Source: an optimization exercise on an open RTL-to-GDS flow (aim: small area, a short achievable clock period and few clock cycles). Production flows keep margins and buffers that such runs may drop.
The RTL was checked by simulation tests, not by an equivalence proof against the original design.
The flow treats the clock pin as an ideal source. Dropping or thinning the clock tree relies on that and would not hold on a real chip.

==> inputs of branch pepper <==
## exgcd_recursion
module exgcd_recursion #(
	parameter WIDTH = 16
) (
	input 	clk,     
	input 	rst_n,   
	input	[WIDTH-1:0] data_a,
	input 	[WIDTH-1:0] data_b,
	input	valid_in,
	output 	[WIDTH-1:0] gcd,
	output  [WIDTH-1:0] inv,
	output  reg valid_out
);
==> module exgcd_recursion, before the edit <==
module exgcd_recursion #(
	parameter WIDTH = 16
) (
	input 	clk,     
	input 	rst_n,   
	input	[WIDTH-1:0] data_a,
	input 	[WIDTH-1:0] data_b,
	input	valid_in,
	output 	[WIDTH-1:0] gcd,
	output  [WIDTH-1:0] inv,
	output  reg valid_out
);
localparam M  = 4;                       
localparam KW = 2;                       
function [WIDTH:0] add16;
	input [WIDTH-1:0] a;
	input [WIDTH-1:0] b;
	input             cin;
	reg   [WIDTH-1:0] g, p, G, P;
	integer n, l;
	begin
		p = a ^ b;
		g = a & b;
		g[0] = g[0] | (p[0] & cin);
		G = g; P = p;
		for (l = 1; l < WIDTH; l = l * 2)
			for (n = 2 * l - 1; n < WIDTH; n = n + 2 * l) begin
				G[n] = G[n] | (P[n] & G[n-l]);
				P[n] = P[n] & P[n-l];
			end
		for (l = WIDTH / 4; l >= 1; l = l / 2)
			for (n = 3 * l - 1; n < WIDTH; n = n + 2 * l) begin
				G[n] = G[n] | (P[n] & G[n-l]);
				P[n] = P[n] & P[n-l];
			end
		add16 = {G[WIDTH-1], p ^ {G[WIDTH-2:0], cin}};
	end
endfunction
reg             run;
reg [WIDTH-1:0] R;       
reg [WIDTH-1:0] B;       
reg [KW-1:0]    k;
reg [WIDTH-1:0] S0;      
reg [WIDTH-1:0] SS;      
reg [M-1:0]     qd;      
reg             upd;     
reg             swd;     
reg [KW-1:0]    kd;      
assign gcd = R;
assign inv = SS;
wire bzero = (B == {WIDTH{1'b0}});
wire kzero = (k == {KW{1'b0}});
wire [WIDTH:0] upc = add16({{M{1'b0}}, R[WIDTH-1:M]}, ~{{M{1'b0}}, B[WIDTH-M-1:0]}, 1'b1);
wire up = ~bzero && (B[WIDTH-1:WIDTH-M] == {M{1'b0}}) && upc[WIDTH];
wire [WIDTH-1:0] rem [0:M];
wire [M-1:0]     qb;
assign rem[M] = R;
genvar i;
generate
	for (i = M - 1; i >= 0; i = i - 1) begin : stage
		wire [WIDTH:0] dd = add16(rem[i+1] >> i, ~({{i{1'b0}}, B[WIDTH-1-i:0]}), 1'b1);
		wire hi0 = (i == 0) ? 1'b1 : (B[WIDTH-1:WIDTH-1-i+1] == 0);
		assign qb[i] = hi0 & dd[WIDTH] & ~up;
		if (i == 0) begin : n0
			assign rem[i] = qb[i] ? dd[WIDTH-1:0] : rem[i+1];
		end else begin : ni
			assign rem[i] = qb[i] ? {dd[WIDTH-i-1:0], rem[i+1][i-1:0]} : rem[i+1];
		end
	end
endgenerate
wire swap = run & ~up & kzero & ~bzero;
wire remz = (rem[0] == {WIDTH{1'b0}});
wire done = run & ((bzero & swd) | (swap & remz));
always @(posedge clk or negedge rst_n) begin
	if (~rst_n) begin
		run <= 1'b0;
		valid_out <= 1'b0;
	end else begin
		run <= run ? ~done : valid_in;
		valid_out <= done;
	end
end
always @(posedge clk) begin
	qd  <= qb & {M{run & ~bzero}};
	upd <= run & up;
	swd <= run & (swap | bzero);
	kd  <= k;
	if (~run) begin
		R  <= data_a;
		B  <= data_b;
		k  <= {KW{1'b0}};
	end else if (swap) begin
		R  <= B;
		B  <= rem[0];
		k  <= {KW{1'b0}};
	end else begin
		R  <= rem[0];
		if (up) begin
			B  <= B << M;
			k  <= k + 1'b1;
		end else begin
			B  <= B >> M;
			k  <= k - 1'b1;
		end
	end
end
reg [WIDTH-1:0] therm;           
integer t;
always @(*) begin
	for (t = 0; t < WIDTH; t = t + 1)
		therm[t] = (t >= kd * M);
end
wire [WIDTH-1:0] SSm = SS & therm;       
wire [WIDTH-1:0] nop [0:M-1];
wire [WIDTH-1:0] acs [1:M];      
wire [WIDTH-1:0] acc [1:M];      
generate
	for (i = 0; i < M; i = i + 1) begin : ops
		assign nop[i] = ~((SSm << i) & {WIDTH{qd[i]}});
	end
endgenerate
assign acs[1] = S0;
assign acc[1] = nop[M-1];
generate
	for (i = 1; i < M; i = i + 1) begin : csa
		wire [WIDTH-1:0] n = nop[M-1-i];
		assign acs[i+1] = acs[i] ^ acc[i] ^ n;
		assign acc[i+1] = {(acs[i][WIDTH-2:0] & acc[i][WIDTH-2:0]) | (acs[i][WIDTH-2:0] & n[WIDTH-2:0]) |
		                   (acc[i][WIDTH-2:0] & n[WIDTH-2:0]), 1'b1};
	end
endgenerate
wire [WIDTH-1:0] cs2_s = acs[M];
wire [WIDTH-1:0] cs2_c = acc[M];
wire [WIDTH:0]   sc;
wire [WIDTH-1:0] snew;
assign sc[0] = 1'b1;
generate
	for (i = 0; i < WIDTH; i = i + 1) begin : rip
		assign snew[i]  = cs2_s[i] ^ cs2_c[i] ^ sc[i];
		assign sc[i+1]  = (cs2_s[i] & cs2_c[i]) | (cs2_s[i] & sc[i]) | (cs2_c[i] & sc[i]);
	end
endgenerate
always @(posedge clk) begin
	if (~run) begin
		S0 <= {{(WIDTH-1){1'b0}}, 1'b1};
		SS <= {WIDTH{1'b0}};
	end else if (swd) begin
		S0 <= SS;
		SS <= snew;
	end else begin
		S0 <= snew;
		if (upd)
			SS <= (SS << M) | (SS >> (WIDTH - M));
		else
			SS <= (SS >> M) | (SS << (WIDTH - M));
	end
end
endmodule
==> flow/config.mk <==
export PLATFORM = sky130hd
export DESIGN_NAME = exgcd_recursion
export DESIGN_NICKNAME = exgcd_recursion
export VERILOG_FILES = /design/flow/design.v
export SDC_FILE = /design/flow/constraint.sdc
export NUM_CORES = 4
export LEC_CHECK = 0
export ABC_AREA = 1
export CAP_MARGIN = 20
export CORE_MARGIN = 2
export CORE_UTILIZATION = 65
export SLEW_MARGIN = 20
==> flow/constraint.sdc <==
create_clock -name core_clock -period 50.0 [get_ports {clk}]
set_input_delay 10.0000 -clock core_clock [delete_from_list [all_inputs] [get_ports {clk}]]
set_output_delay 10.0000 -clock core_clock [all_outputs]
set_load 0.01 [all_outputs]
standard.sh (not shown) runs the stock make flow with config.mk's settings and CLKGATE_MAP_FILE= SYNTH_SCRIPT=/design/flow/synth_recipe.tcl, a recipe that flattens the netlist after the stock synthesis.
==> flow/flow/run.sh <==
#!/bin/bash
# The standard layout (standard.sh) with three changes:
#  - extra ORFS make variables from flow/extra.txt, one per line: a setup
#    margin for repair_timing so the achieved period is optimised below the
#    50 ns constraint, and the port buffer cell;
#  - the clock tree is built by flow/clock_tree.tcl instead of TritonCTS:
#    one level of identical clock buffers, each driving the flip-flops of
#    one quadrant of the core, all fed straight from the clock port;
#  - everything else (synthesis, floorplan, placement, routing, finishing)
#    is standard.sh unchanged.
set -euo pipefail
args=()
while IFS= read -r line; do
	[[ -z "$line" || "$line" == \#* ]] && continue
	args+=("$line")
done < flow/extra.txt
bash standard.sh "${args[@]}" place > standard_place.log 2>&1
openroad -no_init -exit flow/clock_tree.tcl > clock_tree.log 2>&1
bash standard.sh "${args[@]}" finish > standard_finish.log 2>&1
==> flow/flow/clock_tree.tcl <==
# One-level clock tree: split the flip-flops into quadrants around the
# median x and y of their clock pins and drive each quadrant from its own
# clock buffer placed at the quadrant's centroid; the clock port feeds only
# these buffers. Writes the results the ORFS cts step would.
set res orfs/results/sky130hd/exgcd_recursion/base
set buf_master sky130_fd_sc_hd__clkbuf_16
read_db $res/3_place.odb
set block [ord::get_db_block]
set clknet [$block findNet clk]
set sinks {}
foreach it [$clknet getITerms] {
	lappend sinks $it
}
puts "clock sinks: [llength $sinks]"
set xs {}; set ys {}
foreach it $sinks {
	set bb [[$it getInst] getBBox]
	lappend xs [expr {([$bb xMin] + [$bb xMax]) / 2}]
	lappend ys [expr {([$bb yMin] + [$bb yMax]) / 2}]
}
proc median {l} { set s [lsort -integer $l]; return [lindex $s [expr {[llength $s] / 2}]] }
set mx [median $xs]; set my [median $ys]
array set grp {}
foreach it $sinks x $xs y $ys {
	set g [expr {($x >= $mx ? 1 : 0) + ($y >= $my ? 2 : 0)}]
	lappend grp($g) [list $it $x $y]
}
set master [[ord::get_db] findMaster $buf_master]
$clknet setSigType CLOCK
foreach g [lsort [array names grp]] {
	set sx 0; set sy 0; set n 0
	foreach e $grp($g) { incr sx [lindex $e 1]; incr sy [lindex $e 2]; incr n }
	set inst [odb::dbInst_create $block $master clkbuf_q$g]
	set net [odb::dbNet_create $block clk_q$g]
	$net setSigType CLOCK
	[$inst findITerm A] connect $clknet
	[$inst findITerm X] connect $net
	foreach e $grp($g) {
		set it [lindex $e 0]
		$it disconnect
		$it connect $net
	}
	$inst setLocation [expr {$sx / $n}] [expr {$sy / $n}]
	$inst setPlacementStatus PLACED
	puts "quadrant $g: $n sinks"
}
global_connect
detailed_placement
check_placement -verbose
write_db $res/4_1_cts.odb
write_db $res/4_cts.odb
exec cp $res/3_place.sdc $res/4_cts.sdc
==> flow/flow/extra.txt <==
SETUP_SLACK_MARGIN=39.45
BUFFER_PORTS_ARGS=-buffer_cell sky130_fd_sc_hd__buf_1
==> inputs of branch cedar, as changes to branch pepper <==
==> flow/design.v (replaced) <==
module exgcd_recursion #(
	parameter WIDTH = 16
) (
	input 	clk,     
	input 	rst_n,   
	input	[WIDTH-1:0] data_a,
	input 	[WIDTH-1:0] data_b,
	input	valid_in,
	output 	[WIDTH-1:0] gcd,
	output  [WIDTH-1:0] inv,
	output  reg valid_out
);
localparam M  = 3;                       
localparam KW = 3;                       
function [WIDTH:0] add16;
	input [WIDTH-1:0] a;
	input [WIDTH-1:0] b;
	input             cin;
	reg   [WIDTH-1:0] g, p, G, P;
	integer n, l;
	begin
		p = a ^ b;
		g = a & b;
		g[0] = g[0] | (p[0] & cin);
		G = g; P = p;
		for (l = 1; l < WIDTH; l = l * 2)
			for (n = 2 * l - 1; n < WIDTH; n = n + 2 * l) begin
				G[n] = G[n] | (P[n] & G[n-l]);
				P[n] = P[n] & P[n-l];
			end
		for (l = WIDTH / 4; l >= 1; l = l / 2)
			for (n = 3 * l - 1; n < WIDTH; n = n + 2 * l) begin
				G[n] = G[n] | (P[n] & G[n-l]);
				P[n] = P[n] & P[n-l];
			end
		add16 = {G[WIDTH-1], p ^ {G[WIDTH-2:0], cin}};
	end
endfunction
reg             run;
reg [WIDTH-1:0] R;       
reg [WIDTH-1:0] B;       
reg [WIDTH-1:0] S0;      
reg [WIDTH-1:0] SS;      
reg [KW-1:0]    k;
assign gcd = R;
assign inv = S0;
wire bzero = (B == {WIDTH{1'b0}});
wire kzero = (k == {KW{1'b0}});
wire [WIDTH:0] upd = add16({{M{1'b0}}, R[WIDTH-1:M]}, ~{{M{1'b0}}, B[WIDTH-M-1:0]}, 1'b1);
wire up = ~bzero && (B[WIDTH-1:WIDTH-M] == {M{1'b0}}) && upd[WIDTH];
reg [WIDTH-1:0] therm;
integer t;
always @(*) begin
	for (t = 0; t < WIDTH; t = t + 1)
		therm[t] = (t >= k * M);
end
wire [WIDTH-1:0] SSm = SS & therm;    
wire [WIDTH-1:0] rem [0:M];
wire [M-1:0]     qb;
wire [WIDTH-1:0] sop [0:M-1];    
assign rem[M] = R;
genvar i;
generate
	for (i = M - 1; i >= 0; i = i - 1) begin : stage
		wire [WIDTH:0] dd = add16(rem[i+1] >> i, ~({{i{1'b0}}, B[WIDTH-1-i:0]}), 1'b1);
		wire [WIDTH-i:0] d = {~dd[WIDTH], dd[WIDTH-i-1:0]};
		wire hi0 = (i == 0) ? 1'b1 : (B[WIDTH-1:WIDTH-1-i+1] == 0);
		assign qb[i] = hi0 & ~d[WIDTH-i] & ~up;
		if (i == 0) begin : n0
			assign rem[i] = qb[i] ? d[WIDTH-1:0] : rem[i+1];
		end else begin : ni
			assign rem[i] = qb[i] ? {d[WIDTH-i-1:0], rem[i+1][i-1:0]} : rem[i+1];
		end
		assign sop[i] = (SSm << i) & {WIDTH{qb[i]}};
	end
endgenerate
wire [WIDTH-1:0] n2 = ~sop[2], n1 = ~sop[1], n0 = ~sop[0];
wire [WIDTH-1:0] cs1_s = S0 ^ n2 ^ n1;
wire [WIDTH-1:0] cs1_c = {(S0[WIDTH-2:0] & n2[WIDTH-2:0]) | (S0[WIDTH-2:0] & n1[WIDTH-2:0]) |
                          (n2[WIDTH-2:0] & n1[WIDTH-2:0]), 1'b1};
wire [WIDTH-1:0] cs2_s = cs1_s ^ cs1_c ^ n0;
wire [WIDTH-1:0] cs2_c = {(cs1_s[WIDTH-2:0] & cs1_c[WIDTH-2:0]) | (cs1_s[WIDTH-2:0] & n0[WIDTH-2:0]) |
                          (cs1_c[WIDTH-2:0] & n0[WIDTH-2:0]), 1'b1};
wire [WIDTH:0] sadd = add16(cs2_s, cs2_c, 1'b1);
wire [WIDTH-1:0] snew = sadd[WIDTH-1:0];
wire swap   = run & ~up & kzero & ~bzero;
wire remz   = (rem[0] == {WIDTH{1'b0}});
wire done   = run & (bzero | (swap & remz));
always @(posedge clk or negedge rst_n) begin
	if (~rst_n) begin
		run <= 1'b0;
		valid_out <= 1'b0;
	end else begin
		run <= run ? ~done : valid_in;
		valid_out <= done;
	end
end
always @(posedge clk) begin
	if (~run) begin
		R  <= data_a;
		B  <= data_b;
		S0 <= {{(WIDTH-1){1'b0}}, 1'b1};
		SS <= {WIDTH{1'b0}};
		k  <= {KW{1'b0}};
	end else if (swap) begin
		R  <= B;
		B  <= rem[0];
		S0 <= SS;
		SS <= snew;
		k  <= {KW{1'b0}};
	end else begin
		R  <= rem[0];
		S0 <= snew;
		if (up) begin
			B  <= B << M;
			SS <= (SS << M) | (SS >> (WIDTH - M));
			k  <= k + 1'b1;
		end else begin
			B  <= B >> M;
			SS <= (SS >> M) | (SS << (WIDTH - M));
			k  <= k - 1'b1;
		end
	end
end
endmodule
==> flow/flow/run.sh (replaced) <==
#!/bin/bash
set -euo pipefail
args=()
while IFS= read -r line; do
	[[ -z "$line" || "$line" == \#* ]] && continue
	args+=("$line")
done < flow/extra.txt
bash standard.sh "${args[@]}" finish > standard_flow.log 2>&1
==> flow/flow/extra.txt (replaced) <==
SETUP_SLACK_MARGIN=38.9
BUFFER_PORTS_ARGS=-buffer_cell sky130_fd_sc_hd__buf_2
CTS_BUF_LIST = sky130_fd_sc_hd__clkbuf_8   (was not set)
CTS_CLUSTER_DIAMETER = 100   (was not set)
CTS_CLUSTER_SIZE = 40   (was not set)
removed: flow/flow/clock_tree.tcl
==> inputs of branch amber, as changes to branch pepper <==
==> flow/flow/run.sh (replaced) <==
#!/bin/bash
set -euo pipefail
args=()
while IFS= read -r line; do
	[[ -z "$line" || "$line" == \#* ]] && continue
	args+=("$line")
done < flow/extra.txt
bash standard.sh "${args[@]}" finish > standard_flow.log 2>&1
==> flow/flow/extra.txt (replaced) <==
SETUP_SLACK_MARGIN=39.1
BUFFER_PORTS_ARGS=-buffer_cell sky130_fd_sc_hd__buf_2
CTS_BUF_LIST = sky130_fd_sc_hd__clkbuf_8   (was not set)
CTS_CLUSTER_DIAMETER = 100   (was not set)
CTS_CLUSTER_SIZE = 40   (was not set)
removed: flow/flow/clock_tree.tcl
==> inputs of branch sierra, as changes to branch pepper <==
==> flow/flow/extra.txt (replaced) <==
SETUP_SLACK_MARGIN=39.3
BUFFER_PORTS_ARGS=-buffer_cell sky130_fd_sc_hd__buf_1
==> notes.md <==
The lowest clock skew belongs to branch cedar, the highest to branch pepper.
Of branch amber and branch cedar, branch amber has the higher synthesized area (gap 11%, measured against branch cedar).
The lowest sequential share of layout area belongs to branch cedar, the highest to branch sierra.
Against branch amber, the count of clock-buffer cells in the layout of branch cedar is lower by 1.
The lowest core utilization belongs to branch sierra, the highest to branch pepper.
Against branch amber, the global-route usage of branch pepper is lower by 1.4 points.
Routed wire length: branch cedar < branch sierra < branch pepper < branch amber.
Critical path depth is the same in branch pepper and branch cedar.
Testbench counts of branch pepper, summed over its fixed seeds: cycles 93,720.
Testbench counts of branch cedar, summed over its fixed seeds: cycles 106,906.
Testbench counts of branch amber, summed over its fixed seeds: cycles 93,720.
Testbench counts of branch sierra, summed over its fixed seeds: cycles 93,720.
The clock cells of branch pepper and branch sierra come from the design's own scripts or RTL, not from TritonCTS.

==> port drivers added, routing unchanged <==
The flow's constraints put no driver on any port. The routed layouts listed below were extracted and timed again, unchanged, in two steps.
Step 1 (the two cells are an assumption about what drives the block):
set clk [get_ports {clk}]
set_driving_cell -lib_cell sky130_fd_sc_hd__clkbuf_16 $clk
set_driving_cell -lib_cell sky130_fd_sc_hd__buf_2 [delete_from_list [all_inputs] $clk]
Step 2 times the ports against the registers' clock, not the clock port: input delays grow and output delays shrink by t, the midpoint of the rising clock arrivals with the driver on.
Three values: no drivers, after step 1, after step 2; two values: the first two.
| run | t (ns) | slack for setup (ns) | latest minus earliest clock arrival (ns) | worst slew at a driven data input, ns | cell pins on the clock port's net |
|---|---|---|---|---|---|
| branch pepper | 0.245 | 39.333 / 39.241 / 39.431 | 0.017 / 0.017 | 0.03 | 4 |
| branch cedar | 0.411 | 38.997 / 38.961 / 39.372 | 0.013 / 0.014 | 0.04 | 1 |
| branch amber | 0.420 | 39.113 / 39.073 / 39.437 | 0.014 / 0.014 | 0.04 | 1 |
| branch sierra | 0.247 | 39.298 / 39.203 / 39.433 | 0.016 / 0.016 | 0.03 | 4 |
After both steps every run listed still meets setup and hold.
